This is an optimization exercise on Yosys and OpenROAD, whose aim is small area and a short achievable clock period, not a production implementation. The RTL was checked by simulation tests, not by an equivalence proof against the original design. Power and IR drop assume default switching activity.

[design/flow/config.mk]
export PLATFORM = sky130hd
export DESIGN_NAME = motion_core
export DESIGN_NICKNAME = motion_core
export VERILOG_FILES = /design/flow/design.v
export SDC_FILE = /design/flow/constraint.sdc
export NUM_CORES = 4
export LEC_CHECK = 0
export CAP_MARGIN = 20
export CORE_MARGIN = 2
export CORE_UTILIZATION = 40
export PLACE_DENSITY = 0.6
export SLEW_MARGIN = 20
[design/flow/constraint.sdc]
create_clock -name core_clock -period 10.0 [get_ports {clk}]
set_input_delay 2.0000 -clock core_clock [delete_from_list [all_inputs] [get_ports {clk}]]
set_output_delay 2.0000 -clock core_clock [all_outputs]
set_load 0.01 [all_outputs]
[design/flow/design.v]
module acc_step_gen(
           input clk,
           input reset,
           input [31:0] dt_val,
           input [31:0] steps_val,
           input load,
           input set_steps_limit,
           input set_dt_limit,
           input reset_steps,
           input reset_dt,
           output reg [31:0] steps,
           output reg [31:0] dt,
           output abort,
           output step_stb,
           output done
       );
reg [1:0] state;
reg [31:0] steps_limit;
reg [31:0] dt_limit;
wire [31:0] dt_inc = dt + 32'd1;
wire [31:0] steps_inc = steps + 32'd1;
wire c_dt = dt_inc >= dt_limit;
wire c_dv = dt_inc >= dt_val;
wire c_st = steps_inc >= steps_limit;
wire go = ~reset & ~load;
wire s_work = state == 2'd1;
wire s_wait = state == 2'd2;
wire s_abort = state == 2'd3;
assign step_stb = go & (s_abort ? c_dv : (state[0] | state[1]) & c_dt);
assign abort = state[1];
assign done = go & s_work & c_dt & c_st;
always @(posedge clk)
    begin
        if (reset | step_stb | (load & reset_dt))
            dt <= 32'd0;
        else
            dt <= dt_inc;
        if (reset | (load & reset_steps))
            steps <= 32'd0;
        else if (step_stb)
            steps <= steps_inc;
        if (reset | (load & set_dt_limit))
            dt_limit <= reset ? 32'd0 : dt_val;
        if (reset | (load & set_steps_limit))
            steps_limit <= reset ? 32'd0 : steps_val;
        if (reset)
            state <= 2'd0;
        else if (load)
            state <= (state == 2'd0 && !load) ? 2'd0 : 2'd1;
        else if (s_work & c_dt & c_st)
            state <= 2'd2;
        else if (s_wait & c_dt)
            state <= 2'd3;
    end
endmodule
module acc_profile_gen(
           input clk,
           input reset,
           input acc_step,
           input load,
           input set_x,
           input set_v,
           input set_a,
           input set_j,
           input signed [63:0] x_val,
           input signed [31:0] v_val,
           input signed [31:0] a_val,
           input signed [31:0] j_val,
           input [5:0] step_bit,
           input abort,
           input signed [31:0] abort_a_val,
           output reg step,
           output reg dir
       );
reg [63:0] x;
reg signed [31:0] v;
reg signed [31:0] a;
reg signed [31:0] j;
wire [31:0] v_norm = v + a + {j[31], j[31:1]};
wire [31:0] a_norm = a + j;
wire [31:0] ab = abort_a_val;
wire [32:0] v_sub = {v[31], v} - {ab[31], ab};
wire [32:0] v_add = {v[31], v} + {ab[31], ab};
wire v_nz = |v;
wire ab_min = ab[31] & ~|ab[30:0];
wire gt = v_nz & ~v_sub[32] & (|v_sub[31:0]);     
wire ge = ~v_add[32] | ab_min | ~v_nz;             
wire [31:0] v_abort = gt ? v_sub[31:0] : ge ? 32'd0 : v_add[31:0];
wire [31:0] a_abort = gt ? -ab : ge ? -v : ab;
always @(posedge clk)
    begin
        if (reset)
            begin
                v <= 0;
                a <= 0;
                j <= 0;
            end
        else if (load)
            begin
                if (set_v)
                    v <= v_val;
                if (set_a)
                    a <= a_val;
                if (set_j)
                    j <= j_val;
            end
        else if (acc_step)
            begin
                if (abort)
                    begin
                        j <= 0;
                        v <= v_abort;
                        a <= a_abort;
                    end
                else
                    begin
                        v <= v_norm;
                        a <= a_norm;
                    end
            end
    end
wire [34:0] xs = {2'b00, x[32:0]} + {{3{v[31]}}, v} + {{4{a[31]}}, a[31:1]};
wire up = ~xs[34] & xs[33];
wire dn = xs[34];
wire [30:0] xh = x[63:33];
wire [30:0] ones, zeros;
assign ones[0] = 1'b1;
assign zeros[0] = 1'b1;
genvar k;
generate
    for (k = 1; k < 31; k = k + 1)
        begin : pfx
            assign ones[k] = ones[k-1] & xh[k-1];
            assign zeros[k] = zeros[k-1] & ~xh[k-1];
        end
endgenerate
wire [30:0] hflip = ({31{up}} & ones) | ({31{dn}} & zeros);
wire [63:0] flip = {hflip, xs[32:0] ^ x[32:0]};
wire [63:0] x_acc = x ^ flip;
always @(posedge clk)
    begin
        step <= 1'b0;
        if (reset)
            begin
                x <= 0;
                dir <= 0;
            end
        else if (load && set_x)
            begin
                x <= x_val;
                dir <= 0;
            end
        else
            begin
                x <= x_acc;
                if (flip[step_bit])
                    begin
                        dir <= ~v[31] & v_nz;
                        step <= 1'b1;
                    end
            end
    end
endmodule
module motor_step_gen(
    input clk,
    input reset,
    input [31:0] pre_n,
    input [31:0] pulse_n,
    input [31:0] post_n,
    input step_stb,
    input step_dir,
    output reg step,
    output reg dir
    );
reg [31:0] cnt;
wire act = |cnt;
wire lt_pre = cnt < pre_n;
wire lt_pulse = cnt < pulse_n;
wire lt_post = cnt < post_n;
wire run = act ? (lt_pre | lt_pulse | lt_post) : step_stb;
always @(posedge clk)
    begin
        cnt <= (run & ~reset) ? cnt + 32'd1 : 32'd0;
        step <= ~reset & act & ~lt_pre & lt_pulse;
        if (reset)
            dir <= 1'b0;
        else if (~act & step_stb)
            dir <= step_dir;
    end
endmodule
module motion_core(
           input clk,
           input rst,
           input reg_wr,
           input [5:0] reg_addr,
           input [31:0] reg_data,
           input load,
           output [31:0] dt,
           output [31:0] steps,
           output done,
           output motor_x_step,
           output motor_x_dir,
           output motor_x_enable,
           output motor_y_step,
           output motor_y_dir,
           output motor_y_enable,
           output motor_z_step,
           output motor_z_dir,
           output motor_z_enable,
           output motor_a_step,
           output motor_a_dir,
           output motor_a_enable
       );
wire [31:0] wd = rst ? 32'd0 : reg_data;
wire wsel = reg_wr | rst;
reg [29:0] r0;
reg [31:0] r1, r2, r3, r4, r5, r6, r7, r8, r9, r10, r11, r12, r13, r14, r15,
           r16, r17, r18, r19, r20, r21, r22, r23, r24, r25, r26, r27, r28, r29;
always @(posedge clk)
    begin
        if (rst | (reg_wr & (reg_addr == 6'd0))) r0 <= wd[29:0];
        if (rst | (reg_wr & (reg_addr == 6'd1))) r1 <= wd;
        if (rst | (reg_wr & (reg_addr == 6'd2))) r2 <= wd;
        if (rst | (reg_wr & (reg_addr == 6'd3))) r3 <= wd;
        if (rst | (reg_wr & (reg_addr == 6'd4))) r4 <= wd;
        if (rst | (reg_wr & (reg_addr == 6'd5))) r5 <= wd;
        if (rst | (reg_wr & (reg_addr == 6'd6))) r6 <= wd;
        if (rst | (reg_wr & (reg_addr == 6'd7))) r7 <= wd;
        if (rst | (reg_wr & (reg_addr == 6'd8))) r8 <= wd;
        if (rst | (reg_wr & (reg_addr == 6'd9))) r9 <= wd;
        if (rst | (reg_wr & (reg_addr == 6'd10))) r10 <= wd;
        if (rst | (reg_wr & (reg_addr == 6'd11))) r11 <= wd;
        if (rst | (reg_wr & (reg_addr == 6'd12))) r12 <= wd;
        if (rst | (reg_wr & (reg_addr == 6'd13))) r13 <= wd;
        if (rst | (reg_wr & (reg_addr == 6'd14))) r14 <= wd;
        if (rst | (reg_wr & (reg_addr == 6'd15))) r15 <= wd;
        if (rst | (reg_wr & (reg_addr == 6'd16))) r16 <= wd;
        if (rst | (reg_wr & (reg_addr == 6'd17))) r17 <= wd;
        if (rst | (reg_wr & (reg_addr == 6'd18))) r18 <= wd;
        if (rst | (reg_wr & (reg_addr == 6'd19))) r19 <= wd;
        if (rst | (reg_wr & (reg_addr == 6'd20))) r20 <= wd;
        if (rst | (reg_wr & (reg_addr == 6'd21))) r21 <= wd;
        if (rst | (reg_wr & (reg_addr == 6'd22))) r22 <= wd;
        if (rst | (reg_wr & (reg_addr == 6'd23))) r23 <= wd;
        if (rst | (reg_wr & (reg_addr == 6'd24))) r24 <= wd;
        if (rst | (reg_wr & (reg_addr == 6'd25))) r25 <= wd;
        if (rst | (reg_wr & (reg_addr == 6'd26))) r26 <= wd;
        if (rst | (reg_wr & (reg_addr == 6'd27))) r27 <= wd;
        if (rst | (reg_wr & (reg_addr == 6'd28))) r28 <= wd;
        if (rst | (reg_wr & (reg_addr == 6'd29))) r29 <= wd;
    end
wire abort;
wire acc_step;
wire x_step, x_dir, y_step, y_dir, z_step, z_dir, a_step, a_dir;
assign motor_x_enable = r0[26];
assign motor_y_enable = r0[27];
assign motor_z_enable = r0[28];
assign motor_a_enable = r0[29];
acc_step_gen acc_step1 (
             .clk(clk),
             .reset(rst),
             .dt_val(r1),
             .steps_val(r2),
             .load(load),
             .set_dt_limit(r0[0]),
             .set_steps_limit(r0[1]),
             .reset_dt(r0[2]),
             .reset_steps(r0[3]),
             .dt(dt),
             .steps(steps),
             .abort(abort),
             .step_stb(acc_step),
             .done(done)
);
acc_profile_gen acc_profile_x (
             .clk(clk), .reset(rst), .acc_step(acc_step), .abort(abort), .load(load),
             .set_x(r0[4]), .set_v(r0[5]), .set_a(r0[6]), .set_j(r0[7]),
             .step_bit(r0[25:20]),
             .x_val({r4, r3}), .v_val(r5), .a_val(r6), .j_val(r7), .abort_a_val(r8),
             .step(x_step), .dir(x_dir));
acc_profile_gen acc_profile_y (
             .clk(clk), .reset(rst), .acc_step(acc_step), .abort(abort), .load(load),
             .set_x(r0[8]), .set_v(r0[9]), .set_a(r0[10]), .set_j(r0[11]),
             .step_bit(r0[25:20]),
             .x_val({r10, r9}), .v_val(r11), .a_val(r12), .j_val(r13), .abort_a_val(r14),
             .step(y_step), .dir(y_dir));
acc_profile_gen acc_profile_z (
             .clk(clk), .reset(rst), .acc_step(acc_step), .abort(abort), .load(load),
             .set_x(r0[12]), .set_v(r0[13]), .set_a(r0[14]), .set_j(r0[15]),
             .step_bit(r0[25:20]),
             .x_val({r16, r15}), .v_val(r17), .a_val(r18), .j_val(r19), .abort_a_val(r20),
             .step(z_step), .dir(z_dir));
acc_profile_gen acc_profile_a (
             .clk(clk), .reset(rst), .acc_step(acc_step), .abort(abort), .load(load),
             .set_x(r0[16]), .set_v(r0[17]), .set_a(r0[18]), .set_j(r0[19]),
             .step_bit(r0[25:20]),
             .x_val({r22, r21}), .v_val(r23), .a_val(r24), .j_val(r25), .abort_a_val(r26),
             .step(a_step), .dir(a_dir));
motor_step_gen motor_x(
    .clk(clk), .reset(rst), .pre_n(r27), .pulse_n(r28), .post_n(r29),
    .step_stb(x_step), .step_dir(x_dir), .step(motor_x_step), .dir(motor_x_dir));
motor_step_gen motor_y(
    .clk(clk), .reset(rst), .pre_n(r27), .pulse_n(r28), .post_n(r29),
    .step_stb(y_step), .step_dir(y_dir), .step(motor_y_step), .dir(motor_y_dir));
motor_step_gen motor_z(
    .clk(clk), .reset(rst), .pre_n(r27), .pulse_n(r28), .post_n(r29),
    .step_stb(z_step), .step_dir(z_dir), .step(motor_z_step), .dir(motor_z_dir));
motor_step_gen motor_a(
    .clk(clk), .reset(rst), .pre_n(r27), .pulse_n(r28), .post_n(r29),
    .step_stb(a_step), .step_dir(a_dir), .step(motor_a_step), .dir(motor_a_dir));
endmodule
[design/flow/run.sh]
#!/bin/bash
# synth_recipe.tcl (not shown) runs the flow's synth.tcl, then flattens the netlist and writes it again
# the make line also repeats each setting of config.mk as NAME=value (left out here)
make -C /OpenROAD-flow-scripts/flow DESIGN_CONFIG=/design/flow/config.mk WORK_HOME=/design/flow/orfs CLKGATE_MAP_FILE= SYNTH_SCRIPT=/design/flow/synth_recipe.tcl finish
==> results of run 1 <==
==> tightest hold or removal path, delay by kind of cell (launching register included) <==
kind,cells,cell delay [ns]
compound gates,1,0.10
flops,1,0.32
simple gates,1,0.05
==> kinds of logic (layout without fill, tap and decap cells) <==
kind of cell	after synthesis	in the layout	synth area share [%]
AOI/OAI and AO/OA	3825	3825	19.3
xor gates and xnor gates	1014	1014	6.99
adders and majority gates	1406	1406	15.2
buffers and inverters	1282	1386	3.75
DFF	1864	1864	36.7
muxes	58	58	0.542
other	0	47	0
and+or+nand+nor	4718	4718	17.5
==> metal layers <==
metal  GRT usage (%)  vias up  wire, um
met3            4.67      846     46900
met4            10.8        4     17800
met5               0        -        22
met1            39.3    54871    204000
li1                -    51900         -
met2            43.5     5585    211000
==> placed cells by master, fill, tap and decap left out, types with 171 or more instances in the layout <==
cell type / netlist / final
nand2b_1: 174 / 174
clkbuf_16: 0 / 228
and3_1: 205 / 205
edfxtp_1: 1018 / 1018
or3_1: 199 / 199
nand3_1: 453 / 453
xor2_1: 404 / 404
nor3_1: 432 / 432
nor2b_1: 203 / 171
inv_1: 635 / 633
nand2_1: 1340 / 1326
o21ai_0: 678 / 662
a21o_1: 339 / 337
nor2_1: 1101 / 1088
ha_1: 1126 / 1126
dfxtp_1: 846 / 845
xnor2_1: 598 / 598
buf_4: 0 / 211
a21oi_1: 1208 / 1200
fa_1: 280 / 280
==> worst paths after layout <==
kind                                                         end
worst min register to register  acc_profile_z.j[23]$_SDFFE_PP0P_
worst max register to register  acc_profile_x.v[10]$_SDFFE_PP0P_
worst max-delay path                                        done
worst min-delay path            acc_profile_z.j[23]$_SDFFE_PP0P_
==> area by class of cell <==
| class | count | area [um2] | area share (%) |
|---|---|---|---|
| multi-input combinational | 11021 | 77700 | 54.2 |
| clock buffer | 304 | 6200 | 4.32 |
| timing repair buffer | 335 | 2890 | 2.02 |
| inverter | 641 | 2420 | 1.69 |
| sequential | 1864 | 47500 | 33.1 |
| tap | 4305 | 5390 | 3.75 |
| clock inverter | 106 | 1260 | 0.876 |
| antenna | 47 | 118 | 0.0820 |
==> state kept, by name, summed over array words and instances (netlist names), 63 cells and up <==
| register | count |
|---|---|
| acc_profile_a.x | 63 |
| acc_profile_x.x | 63 |
| acc_profile_y.x | 63 |
| acc_profile_z.x | 63 |
==> through the flow <==
stage / cell area [um2] / cells / utilization [%] / hold WS (ns) / setup slack (ns)
finish: 143000 / 18623 / 44.6 / 0.454 / 1.24
global route: 143000 / 18580 / 44.6 / 0.491 / 0.536
CTS: 143000 / 18576 / 44.6 / 0.452 / 1.13
detailed placement: 136000 / 18166 / 42.3 / 0.454 / 2.18
global placement: 136000 / 18166 / 42.3 / 0.456 / 2.24
floorplan: 129000 / 14167 / - / 0.438 / 3.47
==> power by group <==
part	leakage [nW]	internal (W)	switching [W]	total, W
clock network	3.63	0.00496	0.00356	0.00852
registers	16.8	0.00878	0.000681	0.00946
logic	38.8	0.00257	0.00438	0.00695
==> run_results.csv, run 1 <==
group,metric,value,unit
critical_path,crit_slowest_cell,"clkdlybuf4s50_1",
route,ant_nets,0,
clocking,cts_buffers,218,
route,avgRoutedWirePerCell,25.8,um
sta,hold_violations,0,
floorplanning,io-pin-count,119,
route,wl,480000,um
flow_run,drv_cap,0,
critical_path,crit_fanout,6,
sta,final.setup_skew,0.0742,ns
sta,max_freq,114,MHz
sta,tightest_slew,1.26,ns
hold_path,worstHoldPathType,"reg2reg",
sta,finalCritPeriodShare,87.6,%
synthesis,synth_commonest_cells,"nand2_1 (1,340), a21oi_1 (1,208), ha_1 (1,126)",
global_route,grt_use_total,28.2,%
clocking,clock_latency,0.96,ns
clocking,cts-hold-fix-buffers,0,
synthesis,syn_inst,14167,
synthesis,syn_avg_cell_area,9.13,um2
synthesis,synth-seq-cells,1864,
critical_path,path_depth,22,
clocking,cts_resized,0,
critical_path,critPathTopFamily,"simple AND/OR/NAND/NOR gates",
critical_path,setup.worst_path.end_class,"output port",
global_route,grt_first_pass_wirelength,704000,um
clocking,cts_buffer_depth,4,
synthesis,synth_top_cell_by_area,"edfxtp_1",
critical_path,r2r_start,"acc_profile_x.v[0]$_SDFFE_PP0P_",
critical_path,rr_worst_depth,19,
final_layout,fillCellCount,31287,
synthesis,synth_top_area_share,23.6,%
synthesis,synth_cell_types,102,
global_route,grt_max_degree,94,
floorplanning,row_count,208,
sta,drv_slew,0,
route,vias_per_cell,6.08,
global_route,antenna_found_initial,40,
placement,dp_hpwl,328000,um
sta,period_needed,8.76,ns
floorplanning,die_h,573,um
pwr,p_per_area,174,nW/um2
clocking,numClockSinks,1864,
pwr,leakagePower,59.3,nW
route,dr.pass1.iters,6,
critical_path,start_kind,"flop",
final_layout,area_growth_syn_to_layout,10.9,%
hold_path,hp-start,"r19[23]$_DFFE_PP_",
placement,portBuffers,118,
synthesis,yosys_most_used_dff,"edfxtp_1",
synthesis,yosys-top-cells-area,"edfxtp_1 (24%), dfxtp_1 (13%), ha_1 (11%), a21oi_1 (4.7%), fa_1 (4.3%)",
clocking,postCtsSetupBuffers,0,
critical_path,cp.required,8.00,ns
final_layout,drive_gt1_share,5.79,%
sta,max_slew_margin,15.0,%
sta,grt_setup_unrepaired,"no",
clocking,htreeDepth,4,
sta,fin_tns_setup,0,ns
final_layout,nNetsFinal,15529,
clocking,cts-root-buf,"clkbuf_16",
floorplanning,die_area,328000,um2
critical_path,worstPathArrival,6.76,ns
route,drtIter0Drc,13861,
floorplanning,start_util,40.3,%
synthesis,async_flop_share,0,%
synthesis,yosysSeqAreaShare,36.7,%
critical_path,reg2reg_slack,2.35,ns
global_route,grt_pass1_vias,105324,
critical_path,slowest_delay,0.58,ns
synthesis,synth_edf_count,1018,
clocking,cts_tree,"yes",
critical_path,crit_buf_inv,1,
critical_path,cp_common_cell,"and3_1",
synthesis,synth_warnings,4,
pwr,ir_drop,0.151,mV
floorplanning,core,321000,um2
critical_path,crit_type,"reg2out",
pwr,p_total,0.0249,W
route,route.detailed.drc,0,
hold_path,hold-path-cell-count,2,
critical_path,crit_chain,"ha_1 > nand3_1 > nor3_1 > nand4_1 > nor2_1 > and3_1 > and3_1 > and3_1 > and3_1 > and3_1 > and3_1 > and3_1 > and3_1 > xor2_1 > ha_1 > nand4_1 > nor2_1 > nor4b_1 > o21ai_0 > o21a_1 > nor2_1 > clkdlybuf4s50_1",
placement,gp_congestion,0.933,
route,vias,113206,
floorplanning,die_w,573,um
sta,setup_violations,0,
synthesis,syn_nets,15615,
outcome,status,"finished clean",
global_route,global_route.overflow_total,0,
critical_path,crit_start,"acc_step1.steps[0]$_SDFFE_PP0P_",
clocking,cts.reportedPaths.clkPinSlew,0.06,ns
synthesis,synth.most_common_cell,"nand2_1",
synthesis,netlist_area,129000,um2
==> inputs of run 2 (changes only) <==
--- a/design/flow/design.v
+++ b/design/flow/design.v
@@ -4,2 +4,3 @@
            input [31:0] dt_val,
+           input [31:0] dt_val_next,      
            input [31:0] steps_val,
@@ -19,7 +20,5 @@
 reg [31:0] dt_limit;
-wire [31:0] dt_inc = dt + 32'd1;
-wire [31:0] steps_inc = steps + 32'd1;
-wire c_dt = dt_inc >= dt_limit;
-wire c_dv = dt_inc >= dt_val;
-wire c_st = steps_inc >= steps_limit;
+reg f_dt;    
+reg f_dv;    
+reg f_st;    
 wire go = ~reset & ~load;
@@ -28,19 +27,28 @@
 wire s_abort = state == 2'd3;
-assign step_stb = go & (s_abort ? c_dv : (state[0] | state[1]) & c_dt);
+assign step_stb = go & (s_abort ? f_dv : (state[0] | state[1]) & f_dt);
 assign abort = state[1];
-assign done = go & s_work & c_dt & c_st;
+assign done = go & s_work & f_dt & f_st;
+wire [30:0] dt_hi_inc = dt[31:1] + 31'd1;
+wire [31:0] dt_inc = dt[0] ? {dt_hi_inc, 1'b0} : {dt[31:1], 1'b1};
+wire [31:0] dt_inc2 = {dt_hi_inc, dt[0]};
+wire [30:0] steps_hi_inc = steps[31:1] + 31'd1;
+wire [31:0] steps_inc = steps[0] ? {steps_hi_inc, 1'b0} : {steps[31:1], 1'b1};
+wire [31:0] steps_inc2 = {steps_hi_inc, steps[0]};
+wire dt_zero = reset | step_stb | (load & reset_dt);
+wire steps_zero = reset | (load & reset_steps);
+wire [31:0] dt_next = dt_zero ? 32'd0 : dt_inc;
+wire [31:0] dt_next1 = dt_zero ? 32'd1 : dt_inc2;           
+wire [31:0] steps_next = steps_zero ? 32'd0 : step_stb ? steps_inc : steps;
+wire [31:0] steps_next1 = steps_zero ? 32'd1 : step_stb ? steps_inc2 : steps_inc;
+wire [31:0] dt_limit_next = reset ? 32'd0 : (load & set_dt_limit) ? dt_val : dt_limit;
+wire [31:0] steps_limit_next = reset ? 32'd0 : (load & set_steps_limit) ? steps_val : steps_limit;
 always @(posedge clk)
     begin
-        if (reset | step_stb | (load & reset_dt))
-            dt <= 32'd0;
-        else
-            dt <= dt_inc;
-        if (reset | (load & reset_steps))
-            steps <= 32'd0;
-        else if (step_stb)
-            steps <= steps_inc;
-        if (reset | (load & set_dt_limit))
-            dt_limit <= reset ? 32'd0 : dt_val;
-        if (reset | (load & set_steps_limit))
-            steps_limit <= reset ? 32'd0 : steps_val;
+        dt <= dt_next;
+        steps <= steps_next;
+        dt_limit <= dt_limit_next;
+        steps_limit <= steps_limit_next;
+        f_dt <= dt_next1 >= dt_limit_next;
+        f_dv <= dt_next1 >= dt_val_next;
+        f_st <= steps_next1 >= steps_limit_next;
         if (reset)
@@ -48,6 +56,6 @@
         else if (load)
-            state <= (state == 2'd0 && !load) ? 2'd0 : 2'd1;
-        else if (s_work & c_dt & c_st)
+            state <= 2'd1;
+        else if (s_work & f_dt & f_st)
             state <= 2'd2;
-        else if (s_wait & c_dt)
+        else if (s_wait & f_dt)
             state <= 2'd3;
@@ -69,3 +77,3 @@
            input [5:0] step_bit,
-           input abort,
+           input abort,                   
            input signed [31:0] abort_a_val,
@@ -78,13 +86,17 @@
 reg signed [31:0] j;
-wire [31:0] v_norm = v + a + {j[31], j[31:1]};
-wire [31:0] a_norm = a + j;
 wire [31:0] ab = abort_a_val;
-wire [32:0] v_sub = {v[31], v} - {ab[31], ab};
-wire [32:0] v_add = {v[31], v} + {ab[31], ab};
+wire [32:0] op1a = {v[31], v};
+wire [32:0] op1b = abort ? ~{ab[31], ab} : {a[31], a};
+wire [32:0] op1c = abort ? 33'd1 : {{2{j[31]}}, j[31:1]};
+wire [32:0] sum1 = op1a + op1b + op1c;
+wire [32:0] op2a = abort ? {v[31], v} : {a[31], a};
+wire [32:0] op2b = abort ? {ab[31], ab} : {j[31], j};
+wire [32:0] sum2 = op2a + op2b;
 wire v_nz = |v;
-wire ab_min = ab[31] & ~|ab[30:0];
-wire gt = v_nz & ~v_sub[32] & (|v_sub[31:0]);     
-wire ge = ~v_add[32] | ab_min | ~v_nz;             
-wire [31:0] v_abort = gt ? v_sub[31:0] : ge ? 32'd0 : v_add[31:0];
-wire [31:0] a_abort = gt ? -ab : ge ? -v : ab;
+wire gt = v_nz & ~sum1[32] & (|sum1[31:0]);      
+wire ge = ~sum2[32] | ~v_nz;                     
+wire [31:0] neg_ab = -ab;
+wire [31:0] neg_v = -v;
+wire [31:0] v_abort = gt ? sum1[31:0] : ge ? 32'd0 : sum2[31:0];
+wire [31:0] a_abort = gt ? neg_ab : ge ? neg_v : ab;
 always @(posedge clk)
@@ -116,4 +128,4 @@
                     begin
-                        v <= v_norm;
-                        a <= a_norm;
+                        v <= sum1[31:0];
+                        a <= sum2[31:0];
                     end
@@ -125,3 +137,3 @@
 wire [30:0] xh = x[63:33];
-wire [30:0] ones, zeros;
+wire [30:0] ones, zeros;       
 assign ones[0] = 1'b1;
@@ -132,4 +144,4 @@
         begin : pfx
-            assign ones[k] = ones[k-1] & xh[k-1];
-            assign zeros[k] = zeros[k-1] & ~xh[k-1];
+            assign ones[k] = &xh[k-1:0];
+            assign zeros[k] = ~|xh[k-1:0];
         end
@@ -215,3 +227,3 @@
 wire wsel = reg_wr | rst;
-reg [29:0] r0;
+reg [31:0] r0;
 reg [31:0] r1, r2, r3, r4, r5, r6, r7, r8, r9, r10, r11, r12, r13, r14, r15,
@@ -220,3 +232,3 @@
     begin
-        if (rst | (reg_wr & (reg_addr == 6'd0))) r0 <= wd[29:0];
+        if (rst | (reg_wr & (reg_addr == 6'd0))) r0 <= wd;
         if (rst | (reg_wr & (reg_addr == 6'd1))) r1 <= wd;
@@ -262,2 +274,3 @@
              .dt_val(r1),
+             .dt_val_next((rst | (reg_wr & (reg_addr == 6'd1))) ? wd : r1),
              .steps_val(r2),
--- a/design/flow/config.mk
+++ b/design/flow/config.mk
@@ -11,2 +11,3 @@
 export PLACE_DENSITY = 0.6
+export SETUP_SLACK_MARGIN = 5
 export SLEW_MARGIN = 20
==> run_results.csv, run 2 <==
group,metric,value,unit
critical_path,start_kind,"flop",
synthesis,synth_top_area_share,22.2,%
floorplanning,io-pin-count,119,
outcome,status,"finished clean",
synthesis,yosys-top-cells-area,"edfxtp_1 (22%), dfxtp_1 (15%), ha_1 (8.8%), nand2_1 (4.9%), a21oi_1 (4.6%)",
pwr,p_int,0.0180,W
synthesis,yosysSeqAreaShare,37.4,%
sta,finalCritPeriodShare,56.0,%
synthesis,synth-seq-cells,1867,
synthesis,syn_avg_cell_area,9.00,um2
final_layout,fillCellCount,28691,
synthesis,synth.most_common_cell,"nand2_1",
final_layout,fin_util,49.1,%
critical_path,crit_slowest_cell,"fa_1",
final_layout,final_common_cell,"nand2_1",
critical_path,slowest_delay,0.45,ns
route,ant_nets,0,
pwr,p_total,0.0280,W
critical_path,setup.worst_path.end_class,"flop",
synthesis,synth_top_cell_by_area,"edfxtp_1",
sta,max_slew_margin,16.1,%
synthesis,syn_nets,15036,
critical_path,cp_common_cell,"buf_4",
floorplanning,die_area,316000,um2
critical_path,cp.required,10.80,ns
hold_path,worstHoldPathType,"reg2reg",
synthesis,yosys_most_used_dff,"dfxtp_1",
route,vias_per_cell,6.12,
clocking,cts_tree,"yes",
critical_path,crit_type,"reg2reg",
pwr,sw_frac_of_total,35.7,%
pwr,p_per_area,184,nW/um2
flow_run,drv_cap,0,
synthesis,syn_inst,13843,
floorplanning,die_h,562,um
route,drtIter0Drc,13706,
route,wl,493000,um
clocking,cts_buffers,219,
final_layout,area_growth_syn_to_layout,21.9,%
final_layout,final_cell_mix,"nand2_1 (1,535), a21oi_1 (1,040), edfxtp_1 (922), nor2_1 (891), dfxtp_1 (856)",
sta,period_needed,5.60,ns
placement,portBuffers,118,
synthesis,netlist_area,125000,um2
clocking,cts.reportedPaths.clkPinSlew,0.07,ns
sta,final.setup_skew,0.104,ns
route,route.detailed.drc,0,
final_layout,drive_gt1_share,17.7,%
placement,dp_hpwl,315000,um
sta,grt_setup_unrepaired,"yes",
critical_path,worstPathArrival,6.40,ns
floorplanning,start_util,40.3,%
clocking,numClockSinks,1867,
global_route,grt_max_degree,125,
floorplanning,die_w,562,um
final_layout,nNetsFinal,15427,
global_route,grt_first_pass_wirelength,711000,um
global_route,antenna_found_initial,41,
clocking,cts-root-buf,"clkbuf_16",
sta,max_freq,179,MHz
critical_path,crit_fanout,8,
clocking,cts_buffer_depth,4,
route,dr.pass1.iters,7,
sta,layout_setup_ws,4.40,ns
clocking,htreeDepth,4,
route,avgRoutedWirePerCell,26.6,um
clocking,clock_latency,0.93,ns
sta,tightest_slew,1.26,ns
synthesis,synth_warnings,4,
sta,drv_slew,0,
pwr,leakagePower,62.0,nW
sta,setup_violations,0,
placement,detailedPlace.worstSlack,2.75,ns
pwr,ir_drop,0.150,mV
sta,hold_violations,0,
global_route,grt_pass1_vias,105876,
global_route,global_route.overflow_total,0,
floorplanning,row_count,204,
pwr,combPwrFrac,35.0,%
pwr,p_seq_share,34.0,%
sta,fin_tns_setup,0,ns
pwr,clkPwrFrac,31.0,%
floorplanning,core,309000,um2
route,vias,113628,
global_route,grt_use_total,29.8,%
synthesis,synth_cell_types,99,
pwr,p_sw,0.00999,W
placement,gp_congestion,0.959,
synthesis,async_flop_share,0,%
synthesis,synth_edf_count,922,
synthesis,synth_commonest_cells,"nand2_1 (1,616), a21oi_1 (1,152), dfxtp_1 (945)",
## run 2: cell families after synthesis
family | Yosys count | share of synthesized area (%)
AND/OR/NAND/NOR | 4577 | 17.5
AO/OA/AOI/OAI | 3659 | 18.5
flip-flops | 1867 | 37.4
buffers and inverters | 1388 | 4.27
adder cells (fa/ha/maj) | 1151 | 13.2
XOR/XNOR | 901 | 6.45
multiplexers | 300 | 2.64
## run 2: final timing paths
path | startpoint | end | slack, ns | depth (start not counted)
worst max-delay path | acc_step1.state[1]$_SDFFE_PN0P_ | acc_profile_a.a[10]$_SDFFE_PP0P_ | 4.40 | 29
worst min-delay path | r4[18]$_DFFE_PP_ | acc_profile_x.x[50]$_SDFF_PP0_ | 0.40 | 2
worst max register to register | acc_step1.state[1]$_SDFFE_PN0P_ | acc_profile_a.a[10]$_SDFFE_PP0P_ | 4.40 | 29
worst min register to register | r4[18]$_DFFE_PP_ | acc_profile_x.x[50]$_SDFF_PP0_ | 0.40 | 2
## run 2: repair_timing
item | in CTS | in global routing
buffers inserted | 306 | 154
gates cloned | 91 | 11
gates resized for setup | 1140 | 642
hold buffers | 0 | 0
pin swaps | 500 | 315
setup endpoints to repair | 323 | 268
## run 2: power groups by stage
stage	Sequential (W)	Combinational (W)	Clock, W
global placement	0.00960	0.00743	0
detailed placement	0.00961	0.00745	0
CTS	0.00946	0.00892	0.00876
floorplan	0.00928	0.00556	0
global route	0.00956	0.0104	0.00903
finish	0.00949	0.00978	0.00868
## run 2: stage by stage
step                cell area [um2]  hold slack [ns]  std cells
finish                       152000            0.397      18580
global route                 152000            0.410      18544
CTS                          147000            0.399      18367
detailed placement           131000            0.454      17568
global placement             131000            0.446      17567
floorplan                    125000            0.437      13843
## run 2: final cells by class
cell class	count	area, um2	area share (%)
flip-flops and latches	1867	46700	30.8
clock inverters	122	1600	1.06
repair buffers	851	9960	6.56
inverters	680	2590	1.71
diodes	45	113	0.0742
multi-input cells	10613	79600	52.4
well taps	4120	5150	3.40
clock buffers	280	6060	3.99
repair inverters	2	31.3	0.0206
## run 2: per-layer routing
layer  wire [um]  part of all wire, %  track usage [%]  up-vias
li1            -                    -                -    51018
met1      200000                   41             40.1    54711
met2      213000                   43             45.1     6527
met3       52500                   11             6.23     1364
met4       27700                  5.6             15.0        8
met5          64                0.013                0        -
## run 2: critical path, delay by kind of cell, from the launching register on
family,cells,cell delay (ns)
adder cells (fa/ha/maj),3,0.94
flip-flops,1,0.36
AND/OR/NAND/NOR,7,1.64
AO/OA/AOI/OAI,6,0.89
buffers and inverters,13,1.62
==> inputs of run 3 (changes only) <==
--- a/design/flow/design.v
+++ b/design/flow/design.v
@@ -14,2 +14,3 @@
            output abort,
+           output to_wait,        
            output step_stb,
@@ -29,2 +30,3 @@
 assign abort = state[1];
+assign to_wait = s_work & f_dt & f_st;
 assign done = go & s_work & f_dt & f_st;
@@ -77,3 +79,3 @@
            input [5:0] step_bit,
-           input abort,                   
+           input to_wait,                 
            input signed [31:0] abort_a_val,
@@ -83,2 +85,5 @@
 reg [63:0] x;
+reg abort;
+always @(posedge clk)
+    abort <= ~reset & ~load & (abort | to_wait);
 reg signed [31:0] v;
@@ -95,3 +100,3 @@
 wire v_nz = |v;
-wire gt = v_nz & ~sum1[32] & (|sum1[31:0]);      
+wire gt = v_nz & ~sum1[32] & (v != ab);          
 wire ge = ~sum2[32] | ~v_nz;                     
@@ -181,2 +186,10 @@
     input [31:0] post_n,
+    input [31:0] wr_data,        
+    input wr_data_nz,            
+    input wr_pre,                
+    input wr_pulse,
+    input wr_post,
+    input pre_nz,                
+    input pulse_nz,
+    input post_nz,
     input step_stb,
@@ -187,7 +200,10 @@
 reg [31:0] cnt;
+reg le_pre, le_pulse, le_post;       
 wire act = |cnt;
-wire lt_pre = cnt < pre_n;
-wire lt_pulse = cnt < pulse_n;
-wire lt_post = cnt < post_n;
+wire lt_pre = le_pre & (cnt != pre_n);
+wire lt_pulse = le_pulse & (cnt != pulse_n);
+wire lt_post = le_post & (cnt != post_n);
 wire run = act ? (lt_pre | lt_pulse | lt_post) : step_stb;
+wire lt_wr = cnt < wr_data;
+wire idle_next = reset | ~run;       
 always @(posedge clk)
@@ -200,2 +216,5 @@
             dir <= step_dir;
+        le_pre <= idle_next | (act ? (wr_pre ? lt_wr : lt_pre) : (wr_pre ? wr_data_nz : pre_nz));
+        le_pulse <= idle_next | (act ? (wr_pulse ? lt_wr : lt_pulse) : (wr_pulse ? wr_data_nz : pulse_nz));
+        le_post <= idle_next | (act ? (wr_post ? lt_wr : lt_post) : (wr_post ? wr_data_nz : post_nz));
     end
@@ -264,2 +283,3 @@
 wire abort;
+wire to_wait;
 wire acc_step;
@@ -284,2 +304,3 @@
              .abort(abort),
+             .to_wait(to_wait),
              .step_stb(acc_step),
@@ -288,3 +309,3 @@
 acc_profile_gen acc_profile_x (
-             .clk(clk), .reset(rst), .acc_step(acc_step), .abort(abort), .load(load),
+             .clk(clk), .reset(rst), .acc_step(acc_step), .to_wait(to_wait), .load(load),
              .set_x(r0[4]), .set_v(r0[5]), .set_a(r0[6]), .set_j(r0[7]),
@@ -294,3 +315,3 @@
 acc_profile_gen acc_profile_y (
-             .clk(clk), .reset(rst), .acc_step(acc_step), .abort(abort), .load(load),
+             .clk(clk), .reset(rst), .acc_step(acc_step), .to_wait(to_wait), .load(load),
              .set_x(r0[8]), .set_v(r0[9]), .set_a(r0[10]), .set_j(r0[11]),
@@ -300,3 +321,3 @@
 acc_profile_gen acc_profile_z (
-             .clk(clk), .reset(rst), .acc_step(acc_step), .abort(abort), .load(load),
+             .clk(clk), .reset(rst), .acc_step(acc_step), .to_wait(to_wait), .load(load),
              .set_x(r0[12]), .set_v(r0[13]), .set_a(r0[14]), .set_j(r0[15]),
@@ -306,3 +327,3 @@
 acc_profile_gen acc_profile_a (
-             .clk(clk), .reset(rst), .acc_step(acc_step), .abort(abort), .load(load),
+             .clk(clk), .reset(rst), .acc_step(acc_step), .to_wait(to_wait), .load(load),
              .set_x(r0[16]), .set_v(r0[17]), .set_a(r0[18]), .set_j(r0[19]),
@@ -311,4 +332,13 @@
              .step(a_step), .dir(a_dir));
+wire wr27 = reg_wr & (reg_addr == 6'd27);
+wire wr28 = reg_wr & (reg_addr == 6'd28);
+wire wr29 = reg_wr & (reg_addr == 6'd29);
+wire wd_nz = |reg_data;
+wire r27_nz = |r27;
+wire r28_nz = |r28;
+wire r29_nz = |r29;
 motor_step_gen motor_x(
     .clk(clk), .reset(rst), .pre_n(r27), .pulse_n(r28), .post_n(r29),
+    .wr_data(reg_data), .wr_data_nz(wd_nz), .wr_pre(wr27), .wr_pulse(wr28), .wr_post(wr29),
+    .pre_nz(r27_nz), .pulse_nz(r28_nz), .post_nz(r29_nz),
     .step_stb(x_step), .step_dir(x_dir), .step(motor_x_step), .dir(motor_x_dir));
@@ -316,2 +346,4 @@
     .clk(clk), .reset(rst), .pre_n(r27), .pulse_n(r28), .post_n(r29),
+    .wr_data(reg_data), .wr_data_nz(wd_nz), .wr_pre(wr27), .wr_pulse(wr28), .wr_post(wr29),
+    .pre_nz(r27_nz), .pulse_nz(r28_nz), .post_nz(r29_nz),
     .step_stb(y_step), .step_dir(y_dir), .step(motor_y_step), .dir(motor_y_dir));
@@ -319,2 +351,4 @@
     .clk(clk), .reset(rst), .pre_n(r27), .pulse_n(r28), .post_n(r29),
+    .wr_data(reg_data), .wr_data_nz(wd_nz), .wr_pre(wr27), .wr_pulse(wr28), .wr_post(wr29),
+    .pre_nz(r27_nz), .pulse_nz(r28_nz), .post_nz(r29_nz),
     .step_stb(z_step), .step_dir(z_dir), .step(motor_z_step), .dir(motor_z_dir));
@@ -322,2 +356,4 @@
     .clk(clk), .reset(rst), .pre_n(r27), .pulse_n(r28), .post_n(r29),
+    .wr_data(reg_data), .wr_data_nz(wd_nz), .wr_pre(wr27), .wr_pulse(wr28), .wr_post(wr29),
+    .pre_nz(r27_nz), .pulse_nz(r28_nz), .post_nz(r29_nz),
     .step_stb(a_step), .step_dir(a_dir), .step(motor_a_step), .dir(motor_a_dir));
--- a/design/flow/config.mk
+++ b/design/flow/config.mk
@@ -9,4 +9,4 @@
 export CORE_MARGIN = 2
-export CORE_UTILIZATION = 40
-export PLACE_DENSITY = 0.6
+export CORE_UTILIZATION = 55
+export PLACE_DENSITY = 0.65
 export SETUP_SLACK_MARGIN = 5
==> run_results.csv, run 3 <==
group,metric,value,unit
pwr,leakagePower,59.7,nW
floorplanning,start_util,55.3,%
final_layout,final_common_cell,"nand2_1",
pwr,p_per_area,190,nW/um2
placement,gp_congestion,1.03,
global_route,global_route.overflow_total,0,
sta,grt_setup_unrepaired,"yes",
synthesis,synth.most_common_cell,"nand2_1",
floorplanning,row_count,173,
clocking,cts_buffer_depth,3,
sta,hold_violations,0,
critical_path,cp_common_cell,"o21ai_2",
route,route.detailed.drc,0,
critical_path,crit_buf_inv,3,
critical_path,crit_slowest_cell,"nor4_1",
synthesis,syn_nets,14656,
sta,tightest_slew,1.29,ns
hold_path,worstHoldPathType,"reg2reg",
clocking,clock_latency,0.92,ns
synthesis,syn_avg_cell_area,8.96,um2
placement,portBuffers,118,
pwr,ir_drop,0.180,mV
synthesis,syn_inst,13711,
synthesis,synth_top_area_share,22.5,%
sta,period_needed,5.56,ns
floorplanning,core,222000,um2
placement,dpl_cell_area,127000,um2
critical_path,cp.required,10.75,ns
route,ant_nets,0,
synthesis,yosys_most_used_dff,"dfxtp_1",
route,drtIter0Drc,17141,
synthesis,synth_top_cell_by_area,"edfxtp_1",
critical_path,crit_fanout,7,
clocking,numClockSinks,1883,
floorplanning,die_w,477,um
route,dr.pass1.iters,14,
sta,drv_slew,0,
critical_path,crit_chain,"inv_1 > nand4_1 > nor4_1 > nand3_1 > or3_1 > o21ai_2 > or2_4 > buf_6 > buf_16 > o21ai_2 > a221o_1 > a21oi_2 > nor3_1",
sta,max_freq,180,MHz
final_layout,area_growth_syn_to_layout,19.4,%
critical_path,setup.worst_path.end_class,"flop",
floorplanning,die_h,477,um
clocking,cts_tree,"yes",
sta,hold_ws,0.468,ns
route,avgRoutedWirePerCell,30.9,um
sta,fin_tns_setup,0,ns
sta,final.setup_skew,0.0711,ns
final_layout,final_cell_area,147000,um2
synthesis,synth_warnings,4,
sta,finalCritPeriodShare,55.6,%
synthesis,async_flop_share,0,%
clocking,cts-root-buf,"clkbuf_16",
floorplanning,die_area,227000,um2
synthesis,synth_commonest_cells,"nand2_1 (1,571), a21oi_1 (1,011), dfxtp_1 (961)",
clocking,cts_buffers,212,
critical_path,worstPathArrival,6.31,ns
synthesis,synth-seq-cells,1883,
global_route,grt_first_pass_wirelength,745000,um
synthesis,synth_cell_types,96,
synthesis,yosysSeqAreaShare,38.2,%
critical_path,critPathTopFamily,"simple AND/OR/NAND/NOR gates",
clocking,cts-hold-fix-buffers,0,
clocking,cts.reportedPaths.clkPinSlew,0.06,ns
outcome,status,"finished clean",
global_route,grt_max_degree,114,
final_layout,nNetsFinal,14818,
critical_path,start_kind,"flop",
synthesis,yosys-top-cells-area,"edfxtp_1 (23%), dfxtp_1 (16%), ha_1 (6.4%), xnor2_1 (5.0%), xor2_1 (4.9%)",
sta,setup_violations,0,
route,wl,528000,um
flow_run,drv_cap,0,
route,vias_per_cell,6.78,
global_route,grt_use_total,44.0,%
global_route,antenna_found_initial,39,
clocking,htreeDepth,4,
critical_path,crit_type,"reg2reg",
final_layout,drive_gt1_share,17.0,%
critical_path,reg2reg_slack,4.44,ns
route,vias,115917,
floorplanning,io-pin-count,119,
critical_path,slowest_delay,1.08,ns
sta,max_slew_margin,14.2,%
global_route,grt_pass1_vias,109389,
final_layout,final_cell_mix,"nand2_1 (1,516), edfxtp_1 (922), a21oi_1 (909), nor2_1 (847), dfxtp_1 (835)",
synthesis,synth_edf_count,922,
placement,dp_hpwl,333000,um
synthesis,netlist_area,123000,um2
run 3: changes by cell type in the layout (fill, tap and decap cells not counted), moves of 49 or more:
cell      previous run  this run
xor2_1             347       692
a21o_1             341       271
a21oi_1           1040       909
mux2i_1            144        95
nor4_1             100       207
xnor2_1            513       702
o21ai_0            641       578
o211ai_1           112        53
ha_1               776       576
nand3_1            393       341
run 3: area by class of cell:
| cell class | instances | area (um2) |
|---|---|---|
| fillers | 17792 | 75300 |
| repair buffers | 812 | 8910 |
| inverters | 689 | 2660 |
| repair inverters | 2 | 17.5 |
| well taps | 2975 | 3720 |
| clock inverters | 132 | 1920 |
| diodes | 62 | 155 |
| clock buffers | 273 | 5840 |
| multi-input cells | 10273 | 76400 |
| flip-flops and latches | 1883 | 47200 |
run 3: worst register-to-register path: stages, from the launching register on:
cell and delay, ns:
dfxtp_1 0.47, inv_1 0.24, nand4_1 0.39, nor4_1 1.08, nand3_1 0.55, or3_1 0.57
o21ai_2 0.70, or2_4 0.39, buf_6 0.18, buf_16 0.14, o21ai_2 0.07, a221o_1 0.35
a21oi_2 0.19, nor3_1 0.07
run 3: timing repair:
item                                    4_1_cts  5_1_grt
gates cloned                                 57       11
pin swaps                                   295      378
hold endpoints to repair                      0        0
endpoints found under the setup margin      335      265
gates resized for setup                     903      776
setup buffers                               280      162
run 3: power by group:
part	switching, W	internal [W]
sequential	0.000931	0.00883
combinational	0.00553	0.00383
clock	0.00367	0.00506
run 3: per-layer routing:
layer / wire, um / part of all wire, % / GRT usage [%] / vias up
met2: 222000 / 42 / 64.6 / 8793
li1: - / - / - / 49281
met1: 194000 / 37 / 56.3 / 55578
met4: 40200 / 7.6 / 28.7 / 10
met5: 75 / 0.014 / 0 / -
met3: 71800 / 14 / 13.1 / 2255
run 3: cell families (layout without fill, tap and decap cells):
kind of cell / after synthesis / count (layout) / share of synthesized area, %
adders and majority gates: 903 / 903 / 10.9
muxes: 235 / 235 / 2.11
AOI/OAI and AO/OA: 3200 / 3204 / 16.5
and+or+nand+nor: 4503 / 4520 / 17.3
buffers and inverters: 1577 / 1908 / 4.83
DFF: 1883 / 1883 / 38.2
other: 0 / 62 / 0
xor gates and xnor gates: 1410 / 1411 / 10.2
run 3: through the flow:
| step | utilization, % | worst slack (ns) | power, W | std cells |
|---|---|---|---|---|
| finish | 66.1 | 4.44 | 0.0279 | 17101 |
| global route | 66.0 | 4.48 | 0.0287 | 17044 |
| global placement | 57.1 | 2.92 | 0.0168 | 16118 |
| floorplan | - | 4.77 | 0.0147 | 13711 |
| CTS | 63.9 | 4.70 | 0.0267 | 16863 |
| detailed placement | 57.1 | 2.95 | 0.0170 | 16121 |
run 3: path summary, 6_finish.rpt:
path | start | to | cells past startpoint
max reg2reg | acc_profile_a.v[16]$_SDFFE_PP0P_ | acc_profile_a.a[12]$_SDFFE_PP0P_ | 13
min reg2reg | r10[14]$_DFFE_PP_ | acc_profile_y.x[46]$_SDFF_PP0_ | 2
max | acc_profile_a.v[16]$_SDFFE_PP0P_ | acc_profile_a.a[12]$_SDFFE_PP0P_ | 13
min | r10[14]$_DFFE_PP_ | acc_profile_y.x[46]$_SDFF_PP0_ | 2
==> inputs of run 4 (changes only) <==
--- a/design/flow/design.v
+++ b/design/flow/design.v
@@ -100,4 +100,4 @@
 wire v_nz = |v;
-wire gt = v_nz & ~sum1[32] & (v != ab);          
-wire ge = ~sum2[32] | ~v_nz;                     
+wire gt = ~sum1[32] & (v != ab);                 
+wire ge = ~sum2[32];                             
 wire [31:0] neg_ab = -ab;
@@ -128,4 +128,4 @@
                         j <= 0;
-                        v <= v_abort;
-                        a <= a_abort;
+                        v <= v_nz ? v_abort : 32'd0;
+                        a <= v_nz ? a_abort : 32'd0;
                     end
==> run_results.csv, run 4 <==
group,metric,value,unit
global_route,grt_max_degree,123,
route,vias_per_cell,6.77,
critical_path,critPathTopFamily,"buffers and inverters",
critical_path,crit_slowest_cell,"nor4b_4",
synthesis,synth_commonest_cells,"nand2_1 (1,493), nor2_1 (1,064), a21oi_1 (1,019)",
final_layout,final_cells,16950,
global_route,antenna_found_initial,44,
synthesis,yosys_most_used_dff,"dfxtp_1",
sta,drv_slew,0,
floorplanning,start_util,55.3,%
route,drtIter0Drc,16602,
synthesis,yosysSeqAreaShare,37.7,%
synthesis,synth_cell_types,100,
clocking,cts_tree,"yes",
clocking,cts-root-buf,"clkbuf_16",
sta,max_slew_margin,15.7,%
final_layout,area_growth_syn_to_layout,12.5,%
pwr,p_per_area,191,nW/um2
pwr,ir_drop,0.159,mV
critical_path,cp.required,8.00,ns
final_layout,fillCellCount,19012,
critical_path,start_kind,"primary input",
final_layout,fin_util,62.2,%
critical_path,crit_type,"in2out",
final_layout,nNetsFinal,14671,
synthesis,synthSimpleGateAreaFrac,17.3,%
flow_run,drv_cap,0,
sta,hold_ws,0.456,ns
synthesis,syn_inst,13894,
floorplanning,die_w,480,um
placement,gp_congestion,1.08,
sta,final.setup_skew,0.0406,ns
synthesis,synth_top_cell_by_area,"edfxtp_1",
clocking,numClockSinks,1883,
clocking,htreeDepth,4,
sta,tightest_slew,1.26,ns
critical_path,crit_fanout,5,
critical_path,worstPathArrival,2.98,ns
sta,setup_violations,0,
placement,dpl_cell_area,128000,um2
global_route,global_route.overflow_total,0,
synthesis,synth.mux.area_fraction,2.41,%
synthesis,syn_nets,14840,
final_layout,drive_gt1_share,11.5,%
synthesis,synth.most_common_cell,"nand2_1",
route,vias,114791,
synthesis,synth_top_area_share,22.3,%
final_layout,final_common_cell,"nand2_1",
synthesis,syn_avg_cell_area,8.95,um2
floorplanning,core,225000,um2
critical_path,crit_buf_inv,4,
floorplanning,io-pin-count,119,
route,dr.pass1.iters,9,
synthesis,synth_warnings,4,
synthesis,netlist_area,124000,um2
route,ant_nets,0,
hold_path,worstHoldPathType,"reg2reg",
sta,period_needed,4.98,ns
floorplanning,die_h,480,um
clocking,cts-hold-fix-buffers,0,
placement,placed_cells,16323,
global_route,grt_first_pass_wirelength,733000,um
clocking,cts_buffers,208,
sta,finalCritPeriodShare,49.8,%
clocking,cts.reportedPaths.clkPinSlew,0.06,ns
sta,hold_violations,0,
critical_path,cp_common_cell,"buf_12",
critical_path,slowest_delay,0.25,ns
synthesis,synth-compound-area-share,16.7,%
floorplanning,die_area,230000,um2
critical_path,setup.worst_path.end_class,"output port",
synthesis,yosys-top-cells-area,"edfxtp_1 (22%), dfxtp_1 (15%), ha_1 (6.3%), xnor2_1 (5.1%), xor2_1 (4.9%)",
route,avgRoutedWirePerCell,30.2,um
critical_path,crit_chain,"buf_16 > nor2_4 > buf_12 > nor4b_4 > buf_12 > buf_6",
synthesis,synth_edf_count,922,
synthesis,synth-seq-cells,1883,
synthesis,synthAdderAreaFrac,10.8,%
sta,fin_tns_setup,0,ns
synthesis,synth_xor_area_share,10.2,%
global_route,grt_use_total,42.8,%
floorplanning,row_count,174,
final_layout,final_cell_mix,"nand2_1 (1,462), nor2_1 (1,004), a21oi_1 (969), edfxtp_1 (922), dfxtp_1 (824)",
placement,dp_hpwl,347000,um
synthesis,async_flop_share,0,%
placement,portBuffers,118,
final_layout,final_cell_area,140000,um2
sta,grt_setup_unrepaired,"yes",
sta,max_freq,201,MHz
pwr,leakagePower,57.1,nW
route,route.detailed.drc,0,
synthesis,synth_top_family_by_area,"simple AND/OR/NAND/NOR gates",
clocking,cts_buffer_depth,3,
route,wl,512000,um
outcome,status,"finished clean",
global_route,grt_pass1_vias,108475,
clocking,clock_latency,0.89,ns
-- run 4: cell count changes after synthesis, moves of 27 or more --
cell      before   now
a221oi_1      77   163
a22oi_1       20   117
a31oi_1      120    80
nand2_1     1571  1493
nand2b_1     104    72
nand3_1      361   302
nor2_1       954  1064
o211ai_1      53    86
o21ai_0      767   734
o32ai_1       45    18
or3_1        207   248
-- run 4: path summary, 6_finish.rpt --
| check | end | slack (ns) | start | cells past startpoint |
|---|---|---|---|---|
| min | acc_profile_z.j[27]$_SDFFE_PP0P_ | 0.46 | acc_profile_z.j[27]$_SDFFE_PP0P_ | 2 |
| max reg2reg | acc_profile_y.dir$_SDFFE_PP0P_ | 5.02 | acc_profile_y.v[4]$_SDFFE_PP0P_ | 17 |
| min reg2reg | acc_profile_z.j[27]$_SDFFE_PP0P_ | 0.46 | acc_profile_z.j[27]$_SDFFE_PP0P_ | 2 |
| max | done | 5.02 | rst | 6 |
-- run 4: timing repair --
item,in CTS,in global routing
pin swaps,43,97
resized for setup,338,343
setup endpoints to repair,328,239
cloned,8,12
setup buffers,62,102
-- run 4: logic make-up (layout without fill, tap and decap cells) --
| group | count (synthesis) | count (layout) |
|---|---|---|
| AOI/OAI and AO/OA | 3265 | 3265 |
| other | 0 | 45 |
| muxes | 270 | 272 |
| buffers and inverters | 1608 | 1623 |
| and+or+nand+nor | 4531 | 4533 |
| DFF | 1883 | 1883 |
| xor gates and xnor gates | 1433 | 1433 |
| adders and majority gates | 904 | 904 |
-- run 4: final cells by class --
cell class	instances	area (um2)	share of cell area [%]
Multi-Input combinational cell	10407	74100	52.9
Sequential cell	1883	47100	33.7
Clock buffer	273	5720	4.08
Timing Repair Buffer	514	4990	3.57
Tap cell	2992	3740	2.67
Inverter	710	2700	1.93
Clock inverter	125	1510	1.08
Antenna cell	45	113	0.0804
Timing Repair inverter	1	8.76	0.00626
-- run 4: through the flow --
step,power (W),setup slack [ns]
floorplan,0.0153,4.53
global placement,0.0177,3.23
detailed placement,0.0179,3.14
CTS,0.0262,4.90
global route,0.0278,4.88
finish,0.0268,5.02
-- run 4: routing by layer --
metal | global-route usage (%) | vias to the layer above | wire [um]
met2 | 63.4 | 8216 | 218000
met1 | 57.3 | 55435 | 195000
met3 | 10.2 | 1836 | 65600
li1 | - | 49286 | -
met5 | 0 | - | 148
met4 | 24.1 | 18 | 33600
-- run 4: power by group --
group	leakage (nW)	total, W	switching, W	internal, W
clock network	3.52	0.00824	0.00354	0.00471
registers	16.8	0.00991	0.00104	0.00886
logic	36.8	0.00862	0.00528	0.00335
total	57.1	0.0268	0.00985	0.0169
-- run 4: worst register-to-register path, stage by stage (launching register included) --
cell and delay (ns):
dfxtp_2 0.47, fa_1 0.45, ha_1 0.38, nand3_1 0.18
o22ai_4 0.26, o211ai_1 0.12, buf_4 0.17, o31a_1 0.39
nor3_4 0.37, o21ai_0 0.17, buf_4 0.22, and2_1 0.23
or2_2 0.37, o311ai_1 0.30, a221o_1 0.29, a32oi_4 0.11
nor3_4 0.25, mux2i_1 0.19
==> inputs of run 5 (changes only) <==
--- a/design/flow/config.mk
+++ b/design/flow/config.mk
@@ -10,2 +10,4 @@
 export CORE_UTILIZATION = 55
+export CTS_CLUSTER_DIAMETER = 80
+export CTS_CLUSTER_SIZE = 20
 export PLACE_DENSITY = 0.65
==> run_results.csv, run 5 <==
group,metric,value,unit
synthesis,syn_avg_cell_area,8.95,um2
route,ant_nets,0,
sta,final.setup_skew,0.0355,ns
floorplanning,die_h,480,um
clocking,cts-root-buf,"clkbuf_16",
placement,portBuffers,118,
synthesis,yosys-top-cells-area,"edfxtp_1 (22%), dfxtp_1 (15%), ha_1 (6.3%), xnor2_1 (5.1%), xor2_1 (4.9%)",
pwr,p_total,0.0249,W
global_route,grt_max_degree,123,
placement,dp_hpwl,347000,um
synthesis,yosysSeqAreaShare,37.7,%
final_layout,nNetsFinal,14603,
clocking,clock_latency,0.85,ns
outcome,status,"finished clean",
route,avgRoutedWirePerCell,30.4,um
clocking,cts.reportedPaths.clkPinSlew,0.09,ns
final_layout,final_common_cell,"nand2_1",
synthesis,yosys_most_used_dff,"dfxtp_1",
critical_path,start_kind,"flop",
sta,grt_setup_unrepaired,"yes",
hold_path,worstHoldPathType,"reg2reg",
floorplanning,io-pin-count,119,
critical_path,worstPathArrival,5.79,ns
synthesis,synth-seq-cells,1883,
synthesis,synth_top_cell_by_area,"edfxtp_1",
sta,tightest_slew,1.27,ns
sta,period_needed,5.02,ns
global_route,global_route.overflow_total,0,
sta,finalCritPeriodShare,50.2,%
route,drtIter0Drc,16987,
synthesis,synth_commonest_cells,"nand2_1 (1,493), nor2_1 (1,064), a21oi_1 (1,019)",
route,route.detailed.drc,0,
clocking,cts_tree,"yes",
sta,hold_violations,0,
final_layout,area_growth_syn_to_layout,10.7,%
route,vias,113924,
global_route,grt_first_pass_wirelength,727000,um
placement,dpl_cell_area,128000,um2
synthesis,syn_inst,13894,
synthesis,synth_edf_count,922,
final_layout,final_cell_area,138000,um2
final_layout,final_cell_mix,"nand2_1 (1,458), nor2_1 (1,004), a21oi_1 (971), edfxtp_1 (922), dfxtp_1 (818)",
clocking,cts_buffers,142,
pwr,ir_drop,0.142,mV
clocking,numClockSinks,1883,
pwr,leakagePower,55.9,nW
placement,gp_congestion,1.08,
route,vias_per_cell,6.78,
synthesis,synth_top_area_share,22.3,%
sta,max_freq,199,MHz
floorplanning,start_util,55.3,%
global_route,grt_pass1_vias,107132,
sta,drv_slew,0,
critical_path,setup.worst_path.end_class,"flop",
critical_path,crit_type,"reg2reg",
synthesis,synth.most_common_cell,"nand2_1",
floorplanning,die_w,480,um
critical_path,cp.required,10.78,ns
global_route,grt_use_total,42.5,%
floorplanning,die_area,230000,um2
synthesis,async_flop_share,0,%
sta,fin_tns_setup,0,ns
synthesis,synth_warnings,4,
floorplanning,row_count,174,
final_layout,drive_gt1_share,11.0,%
sta,setup_violations,0,
flow_run,drv_cap,0,
clocking,htreeDepth,4,
pwr,p_per_area,181,nW/um2
critical_path,crit_fanout,30,
floorplanning,core,225000,um2
route,wl,510000,um
synthesis,syn_nets,14840,
clocking,cts_buffer_depth,3,
global_route,antenna_found_initial,39,
sta,max_slew_margin,14.6,%
synthesis,synth_cell_types,100,
synthesis,netlist_area,124000,um2
route,dr.pass1.iters,10,
run 5: cell counts after synthesis:
Identical to the previous run, type by type.
run 5: timing repair:
action / CTS / global route
endpoints found under the setup margin: 327 / 238
gates cloned: 6 / 15
gates resized for setup: 326 / 386
pin swaps: 43 / 113
setup buffers: 61 / 100
endpoints found under the hold margin: 0 / 0
hold buffers: 0 / 0
run 5: final timing paths:
path	startpoint	end	slack, ns	cells past startpoint
setup / recovery	acc_profile_y.abort$_DFF_P_	acc_profile_y.a[5]$_SDFFE_PP0P_	4.98	20
hold / removal	acc_profile_z.j[27]$_SDFFE_PP0P_	acc_profile_z.j[27]$_SDFFE_PP0P_	0.46	2
setup reg to reg	acc_profile_y.abort$_DFF_P_	acc_profile_y.a[5]$_SDFFE_PP0P_	4.98	20
hold reg to reg	acc_profile_z.j[27]$_SDFFE_PP0P_	acc_profile_z.j[27]$_SDFFE_PP0P_	0.46	2
run 5: worst max-delay path, stage by stage (launching register included):
cell      delay (ns)
dfxtp_4         0.43
inv_8           0.19
buf_6           0.33
nand2_1         0.15
fa_1            0.50
inv_1           0.05
ha_1            0.33
a21o_1          0.19
a21o_1          0.19
a21oi_1         0.31
o21ai_1         0.24
nand2_1         0.14
o311ai_2        0.14
nor3_4          0.25
buf_6           0.23
nand2_4         0.16
nor2_2          0.17
buf_8           0.27
o21ai_0         0.14
a221o_1         0.31
a21oi_1         0.16
run 5: cell type report:
| type | count | area [um2] |
|---|---|---|
| fillers | 19222 | 87200 |
| multi-input cells | 10408 | 74200 |
| flip-flops and latches | 1883 | 47100 |
| repair buffers | 511 | 4940 |
| clock buffers | 182 | 3920 |
| well taps | 2992 | 3740 |
| inverters | 710 | 2710 |
| clock inverters | 79 | 936 |
| diodes | 32 | 80.1 |
| repair inverters | 1 | 8.76 |
run 5: through the flow:
step	setup WS [ns]	util [%]	std cells	hold slack (ns)
2_1_floorplan	4.53	-	13894	0.429
3_3_place_gp	3.23	57.0	16321	0.445
3_5_place_dp	3.14	57.1	16323	0.448
4_1_cts	4.97	60.1	16651	0.460
5_1_grt	4.91	61.2	16769	0.480
6_report	4.98	61.2	16798	0.460
run 5: power breakdown:
part | internal [W] | switching [W] | total (W) | leakage [nW]
Clock | 0.00308 | 0.00325 | 0.00633 | 2.35
Combinational | 0.00336 | 0.00529 | 0.00866 | 36.7
Sequential | 0.00885 | 0.00104 | 0.00989 | 16.8
run 5: per-layer routing:
| metal | track usage [%] | up-vias | share of wire, % |
|---|---|---|---|
| li1 | - | 49075 | - |
| met1 | 57.2 | 54993 | 38 |
| met2 | 63.2 | 8051 | 42 |
| met3 | 9.74 | 1795 | 13 |
| met4 | 23.7 | 10 | 6.7 |
| met5 | 0 | - | 0.013 |
run 5: cells by family after synthesis:
kind of cell	synth area share, %
compound gates	16.7
xor+xnor	10.2
fa+ha+maj	10.8
buf+inv	4.87
flops	37.7
mux	2.41
simple gates	17.3
==> inputs of run 6 (changes only) <==
==> design/flow/flow/run.sh (new file) <==
#!/bin/bash
set -o pipefail
export SETUP_SLACK_MARGIN=5.4
bash standard.sh 2>&1 | tee standard.log
==> design/flow/standard.sh (new file) <==
#!/bin/bash
# synth_recipe.tcl (not shown) runs the flow's synth.tcl, then flattens the netlist and writes it again
# the make line also repeats each setting of config.mk as NAME=value (left out here)
make -C /OpenROAD-flow-scripts/flow DESIGN_CONFIG=/design/flow/config.mk WORK_HOME=/design/flow/orfs CLKGATE_MAP_FILE= SYNTH_SCRIPT=/design/flow/synth_recipe.tcl "${@:-finish}"
--- a/design/flow/config.mk
+++ b/design/flow/config.mk
@@ -10,6 +10,3 @@
 export CORE_UTILIZATION = 55
-export CTS_CLUSTER_DIAMETER = 80
-export CTS_CLUSTER_SIZE = 20
 export PLACE_DENSITY = 0.65
-export SETUP_SLACK_MARGIN = 5
 export SLEW_MARGIN = 20
removed: design/flow/run.sh
==> run_results.csv, run 6 <==
group,metric,value,unit
route,dr.pass1.iters,9,
floorplanning,start_util,55.3,%
clocking,cts_tree,"yes",
sta,final.setup_skew,0.0640,ns
floorplanning,io-pin-count,119,
synthesis,synth_commonest_cells,"nand2_1 (1,493), nor2_1 (1,064), a21oi_1 (1,019)",
critical_path,worstPathArrival,5.83,ns
sta,grt_setup_unrepaired,"yes",
pwr,p_per_area,189,nW/um2
floorplanning,die_h,480,um
final_layout,fillCellCount,17588,
synthesis,synth-seq-cells,1883,
critical_path,setup.worst_path.end_class,"flop",
global_route,global_route.overflow_total,0,
floorplanning,core,225000,um2
synthesis,yosysSeqAreaShare,37.7,%
floorplanning,die_area,230000,um2
synthesis,yosys-top-cells-area,"edfxtp_1 (22%), dfxtp_1 (15%), ha_1 (6.3%), xnor2_1 (5.1%), xor2_1 (4.9%)",
outcome,status,"finished clean",
final_layout,drive_gt1_share,19.4,%
sta,period_needed,5.03,ns
global_route,grt_pass1_vias,111668,
sta,max_freq,199,MHz
synthesis,synth_warnings,4,
synthesis,syn_avg_cell_area,8.95,um2
pwr,ir_drop,0.177,mV
final_layout,nNetsFinal,15068,
placement,gp_congestion,1.03,
synthesis,synth_cell_types,100,
sta,hold_violations,0,
final_layout,area_growth_syn_to_layout,20.7,%
synthesis,synth_top_cell_by_area,"edfxtp_1",
final_layout,final_cell_mix,"nand2_1 (1,411), nor2_1 (962), edfxtp_1 (922), a21oi_1 (889), dfxtp_1 (735)",
route,route.detailed.drc,0,
sta,tightest_slew,1.25,ns
route,drtIter0Drc,18025,
critical_path,crit_fanout,16,
route,avgRoutedWirePerCell,31.3,um
pwr,p_total,0.0283,W
floorplanning,row_count,174,
critical_path,cp.required,10.80,ns
clocking,htreeDepth,4,
global_route,grt_max_degree,121,
sta,finalCritPeriodShare,50.3,%
route,wl,543000,um
sta,drv_slew,0,
clocking,clock_latency,0.93,ns
clocking,cts_buffers,208,
synthesis,synth.most_common_cell,"nand2_1",
flow_run,drv_cap,0,
synthesis,async_flop_share,0,%
route,ant_nets,0,
clocking,cts.reportedPaths.clkPinSlew,0.07,ns
clocking,cts_buffer_depth,3,
clocking,cts-root-buf,"clkbuf_16",
synthesis,netlist_area,124000,um2
global_route,grt_first_pass_wirelength,756000,um
sta,fin_tns_setup,0,ns
synthesis,yosys_most_used_dff,"dfxtp_1",
floorplanning,die_w,480,um
sta,setup_violations,0,
pwr,leakagePower,60.4,nW
clocking,numClockSinks,1883,
hold_path,worstHoldPathType,"reg2reg",
route,vias,119274,
sta,max_slew_margin,16.4,%
critical_path,crit_type,"reg2reg",
synthesis,syn_inst,13894,
synthesis,syn_nets,14840,
critical_path,start_kind,"flop",
global_route,grt_use_total,44.2,%
synthesis,synth_top_area_share,22.3,%
global_route,antenna_found_initial,53,
route,vias_per_cell,6.87,
final_layout,final_common_cell,"nand2_1",
placement,dp_hpwl,347000,um
synthesis,synth_edf_count,922,
placement,portBuffers,118,
==> run 6: final cells by class <==
type | instances | area, um2 | area share (%)
Multi-Input combinational cell | 10422 | 79200 | 52.7
Sequential cell | 1883 | 47400 | 31.6
Timing Repair Buffer | 896 | 9660 | 6.43
Clock buffer | 278 | 5860 | 3.90
Tap cell | 2992 | 3740 | 2.49
Inverter | 710 | 2740 | 1.83
Clock inverter | 119 | 1430 | 0.950
Antenna cell | 58 | 145 | 0.0966
Timing Repair inverter | 1 | 8.76 | 0.00583
==> run 6: final timing paths <==
check / start / end / slack, ns / cells past startpoint
max reg2reg: acc_profile_z.abort$_DFF_P_ / acc_profile_z.v[11]$_SDFFE_PP0P_ / 4.97 / 21
min: r3[29]$_DFFE_PP_ / acc_profile_x.x[29]$_SDFF_PP0_ / 0.45 / 2
min reg2reg: r3[29]$_DFFE_PP_ / acc_profile_x.x[29]$_SDFF_PP0_ / 0.45 / 2
max: acc_profile_z.abort$_DFF_P_ / acc_profile_z.v[11]$_SDFFE_PP0P_ / 4.97 / 21
==> run 6: repair_timing <==
item                                    4_1_cts  5_1_grt
endpoints found under the setup margin      444      274
gates resized for setup                    1133      932
hold buffers                                  0        0
gates cloned                                 46       23
pin swaps                                   344      525
endpoints found under the hold margin         0        0
buffers inserted                            294      228
==> run 6: logic make-up (layout without fill, tap and decap cells) <==
logic type      after synthesis  after routing  synth area share (%)
compound gates             3265           3265                  16.7
xor+xnor                   1433           1433                  10.2
fa+ha+maj                   904            904                  10.8
buf+inv                    1608           2004                  4.87
flops                      1883           1883                  37.7
mux                         270            276                  2.41
other cells                   0             58                     0
simple gates               4531           4544                  17.3
==> run 6: per-stage QoR <==
step / utilization (%) / area, um2 / setup slack [ns] / std cells / hold WS (ns)
detailed placement: 57.1 / 128000 / 3.23 / 16313 / 0.450
global route: 66.7 / 150000 / 4.95 / 17305 / 0.480
CTS: 63.9 / 144000 / 5.09 / 17050 / 0.455
global placement: 57.1 / 128000 / 3.27 / 16313 / 0.442
floorplan: - / 125000 / 4.53 / 13894 / 0.429
finish: 66.8 / 150000 / 4.97 / 17359 / 0.449
==> run 6: worst max-delay path: stages, from the launching register on <==
cell,delay (ns)
dfxtp_4,0.37
buf_16,0.15
bufbuf_16,0.29
nand2_1,0.10
o21ai_1,0.11
fa_1,0.52
inv_1,0.05
ha_1,0.34
a21oi_2,0.21
o21bai_1,0.14
a21oi_2,0.28
a21oi_4,0.12
a21oi_4,0.28
o31a_1,0.31
mux2_8,0.45
nor2_4,0.31
buf_6,0.16
buf_6,0.11
nand2_8,0.09
o211ai_1,0.22
o2111ai_1,0.13
o31ai_1,0.13
==> run 6: layer usage <==
metal	GRT usage, %	share of wire (%)	vias to the layer above
li1	-	-	50187
met1	56.6	36	57199
met2	66.9	43	9344
met3	11.1	13	2530
met4	28.0	8.0	14
met5	0	0.015	-
==> run 6: report_power, final <==
part           internal, W  switching, W  total [W]
sequential         0.00887       0.00101    0.00988
combinational      0.00414       0.00598     0.0101
clock              0.00474       0.00358    0.00832

Re-timed with assumed drivers on the ports (clkbuf_16 on the clock, buf_2 on other inputs), run 6 has 4.968 ns of setup slack against 4.968 ns with ideal ports, and 4.189 ns once port delays also move by the mid clock arrival of 1.008 ns.
